This design comes from an exercise in tuning for small area, a short achievable clock period and few clock cycles on the open sky130 flow, not from production work. In this exercise RTL edits were held to simulation tests only and were not proved equivalent to the original. Power figures rest on the tool's default switching activity, not on a simulated workload.

==> job 2450 <==
==> flow/design.v (excerpt) <==
module riscv_core_top (
    input         clk,
    input         rst_n,
    output [31:0] imem_addr,
    input  [31:0] imem_rdata,
    output        dmem_read,
    output        dmem_write,
    output [31:0] dmem_addr,
    output [31:0] dmem_wdata,
    input  [31:0] dmem_rdata
);
clock: 8.0 ns
lec_check: 0
cap_margin: 20
core_margin: 2
core_utilization: 40
cts_cluster_size: 20
place_density: 0.55
setup_slack_margin: 3
slew_margin: 20
synth_hierarchical: 1
run.sh (not shown) runs the stock make flow with config.mk's settings and CLKGATE_MAP_FILE= SYNTH_SCRIPT=/design/flow/synth_recipe.tcl, a recipe that flattens the netlist after the stock synthesis.
==> job 3731: changes against job 2450 <==
--- a/flow/design.v
+++ b/flow/design.v
@@ -7,58 +7,23 @@
 );
     assign sum = a + b + {31'd0, cin};
 endmodule
 module agu (
     input  [31:0] a,
     input  [11:0] imm,
     output [31:0] addr
 );
-    wire [11:0] x = a[11:0];
-    wire [11:0] y = imm;
-    wire [11:0] g = x & y;
-    wire [11:0] p = x | y;
-    wire [5:0]  G1, P1;
-    genvar i;
-    generate
-        for (i = 0; i < 6; i = i + 1) begin : pair
-            assign G1[i] = g[2*i+1] | ((p[2*i+1] & x[2*i]) & y[2*i]);
-            assign P1[i] = p[2*i+1] & p[2*i];
-        end
-    endgenerate
-    wire [5:0] GG;
-    assign GG[0] = G1[0];
-    assign GG[1] = G1[1] | (P1[1] & G1[0]);
-    assign GG[2] = G1[2] | (P1[2] & GG[1]);
-    wire   G32   = G1[3] | (P1[3] & G1[2]);
-    wire   P32   = P1[3] & P1[2];
-    assign GG[3] = G32 | (P32 & GG[1]);
-    assign GG[4] = G1[4] | (P1[4] & GG[3]);
-    wire   G54   = G1[5] | (P1[5] & G1[4]);
-    wire   P54   = P1[5] & P1[4];
-    assign GG[5] = G54 | (P54 & GG[3]);
-    wire [12:0] c;
-    assign c[0] = 1'b0;
-    assign c[1] = g[0];
-    generate
-        for (i = 0; i < 6; i = i + 1) begin : cin
-            assign c[2*i+2] = GG[i];
-            if (i < 5) begin : odd
-                assign c[2*i+3] = g[2*i+2] | (p[2*i+2] & GG[i]);
-            end
-        end
-    endgenerate
-    wire [19:0] ah  = a[31:12];
-    wire [19:0] inc = ah + 20'd1;
-    wire [19:0] dec = ah - 20'd1;
+    wire [12:0] lo  = {1'b0, a[11:0]} + {1'b0, imm};
+    wire [19:0] inc = a[31:12] + 20'd1;
+    wire [19:0] dec = a[31:12] - 20'd1;
     wire        s   = imm[11];
-    wire [19:0] hi_c1 = s ? ah : inc;
-    wire [19:0] hi_c0 = s ? dec : ah;
-    assign addr[11:0]  = (x ^ y) ^ c[11:0];
-    assign addr[31:12] = c[12] ? hi_c1 : hi_c0;
+    wire        c   = lo[12];
+    assign addr[11:0]  = lo[11:0];
+    assign addr[31:12] = (c & ~s) ? inc : (~c & s) ? dec : a[31:12];
 endmodule
 `timescale 1ns/1ps
 module branch_unit (
     input  [31:0] a,         
     input  [31:0] b,         
     input         br,        
     input         br_lt,     
     input         br_inv,    
@@ -110,17 +75,16 @@
     output        dmem_write,
     output [31:0] dmem_addr,
     output [31:0] dmem_wdata,
     input  [31:0] dmem_rdata
 );
     reg [31:0] e_pc4;      
     reg [31:0] e_tgt;      
     reg [31:0] e_a;        
-    reg [31:0] e_a2;       
     reg [31:0] e_b;        
     reg [11:0] e_imm;      
     reg [4:0]  e_rd;
     reg        e_cin;      
     reg        e_wen;      
     reg        e_load;
     reg        e_store;
     reg        e_br;       
@@ -131,19 +95,19 @@
     reg        e_r_sum, e_r_lt, e_r_and, e_r_or, e_r_xor, e_r_sll, e_r_sr, e_r_pc4, e_r_tgt;
     reg        e_sra;
     reg [4:0]  e_sh;       
     reg [31:0] regs [1:31];
     reg [31:1] valid;
     wire [31:0] sum, addr, npc;
     wire        lt, taken;
     adder32 add_u (.a(e_a), .b(e_b), .cin(e_cin), .sum(sum));
-    agu agu_u (.a(e_a2), .imm(e_imm), .addr(addr));
+    agu agu_u (.a(e_a), .imm(e_imm), .addr(addr));
     branch_unit br_u (
-        .a(e_a2), .b(e_b), .br(e_br), .br_lt(e_br_lt), .br_inv(e_br_inv), .jal(e_jal),
+        .a(e_a), .b(e_b), .br(e_br), .br_lt(e_br_lt), .br_inv(e_br_inv), .jal(e_jal),
         .pc4(e_pc4), .tgt(e_tgt), .taken(taken), .lt(lt), .npc(npc)
     );
     wire [31:0] a_rev;
     genvar gr;
     generate
         for (gr = 0; gr < 32; gr = gr + 1) begin : rev_in
             assign a_rev[gr] = e_a[31-gr];
         end
@@ -221,27 +185,25 @@
             rf2 = rf2 | (regs[k] & {32{sel2[k]}});
         end
     end
     wire [31:0] rs1_val = (e_wen && e_rd == rs1) ? result : rf1;
     wire [31:0] rs2_val = (e_wen && e_rd == rs2) ? result : rf2;
     wire        b_imm = op_i | op_lui;
     wire [31:0] b_imm_val = op_lui ? imm_u : imm_i;
     wire [31:0] b_val = b_imm ? b_imm_val : rs2_val;
-    wire [31:0] a2_next = rs1_val ^ {f_cmp_signed, 31'd0};
-    wire [31:0] a_next = op_lui ? 32'd0 : a2_next;
+    wire [31:0] a_next = (op_lui ? 32'd0 : rs1_val) ^ {f_cmp_signed, 31'd0};
     wire [31:0] b_next = (b_val ^ {f_cmp_signed, 31'd0}) ^ {32{f_inv_b}};
     wire [31:0] imm_n = ins[3] ? imm_j : ins[2] ? imm_u : imm_b;
     wire [31:0] f_pc4 = npc + 32'd4;
     wire [31:0] f_tgt = npc + imm_n;
     wire f_wen = (rd != 5'd0) & (alu_op | op_load | op_jal | op_jalr | op_lui | op_auipc);
     always @(posedge clk) begin
         e_tgt <= f_tgt;
         e_a  <= a_next;
-        e_a2 <= a2_next;
         e_b  <= b_next;
         e_imm <= op_store ? imm_s[11:0] : imm_i[11:0];
         e_rd <= rd;
         e_cin <= f_inv_b;
         e_br_lt  <= f3[2];
         e_br_inv <= f3[0];
         e_sra    <= ins[30];
         e_sh     <= b_val[4:0];
==> flow/config.mk (replaced) <==
export PLATFORM = sky130hd
export DESIGN_NAME = riscv_core_top
export DESIGN_NICKNAME = riscv_core_top
export VERILOG_FILES = /design/flow/design.v
export SDC_FILE = /design/flow/constraint.sdc
export NUM_CORES = 4
export LEC_CHECK = 0
export CAP_MARGIN = 20
export CORE_MARGIN = 2
export CORE_UTILIZATION = 40
export PLACE_DENSITY = 0.55
export SETUP_SLACK_MARGIN = 3
export SLEW_MARGIN = 20
export SYNTH_HIERARCHICAL = 1
==> qor summary <==
WHS: job 2450 0.506 ns; job 3731 0.518 ns
Status: job 2450 timing/DRC/antenna clean; job 3731 timing/DRC/antenna clean
Met2 Use GR: job 2450 0.621; job 3731 0.614
Max VDD drop: job 2450 0.237 mV; job 3731 0.139 mV
Logic depth of the worst path, buffers included: job 2450 11; job 3731 14
Final worst path period share: job 2450 0.666; job 3731 0.656
PnR Total Power: job 2450 14.4 mW; job 3731 13.6 mW
Req. time, crit path: job 2450 8.58 ns; job 3731 6.40 ns
Largest stage delay, worst path: job 2450 0.84 ns; job 3731 0.49 ns
Overall via count from detail_route: job 2450 64300; job 3731 62500
Final clock skew: job 2450 0.0519 ns; job 3731 0.0584 ns
Synthesized area per cell: job 2450 11.2 µm²; job 3731 11.3 µm²
Post-Syn Nets: job 2450 6150; job 3731 5915
Sequential standard cell area: job 2450 34700 µm²; job 3731 34000 µm²
Testbench counts of job 2450, summed over its fixed seeds: cycles 127,654.
Testbench counts of job 3731, summed over its fixed seeds: cycles 127,654.

[port drivers added, routing unchanged]
The results above use ideal ports. As a check the final layouts listed here were re-extracted and re-timed, cells and wires unchanged.
Step 1, drivers: a clkbuf_16 drives clk and a buf_2 each remaining input, both assumed.
Step 2 adds t to the input delays and takes it off the output delays; t is the mean of the earliest and latest rising clock arrival at the registers after step 1. Input paths then give back, and output paths get back, about the clock's delay inside the block.
Slacks: no drivers / after step 1 / after step 2; pairs: no drivers / after step 1.
run | t, ns | setup WS [ns] | latest minus earliest clock arrival (ns) | worst register clock-pin slew, ns | worst data-port slew with drivers (ns)
job 2450 | 0.885 | 2.672 / 2.703 / 1.842 | 0.055 / 0.055 | 0.07 / 0.07 | 0.11
job 3731 | 0.871 | 2.753 / 2.675 / 2.043 | 0.058 / 0.058 | 0.07 / 0.07 | 0.18
After both steps every run listed still meets setup and hold. For job 2450, which loses most, drivers alone change the setup slack by +0.031 ns; drivers and shift together by -0.830 ns.
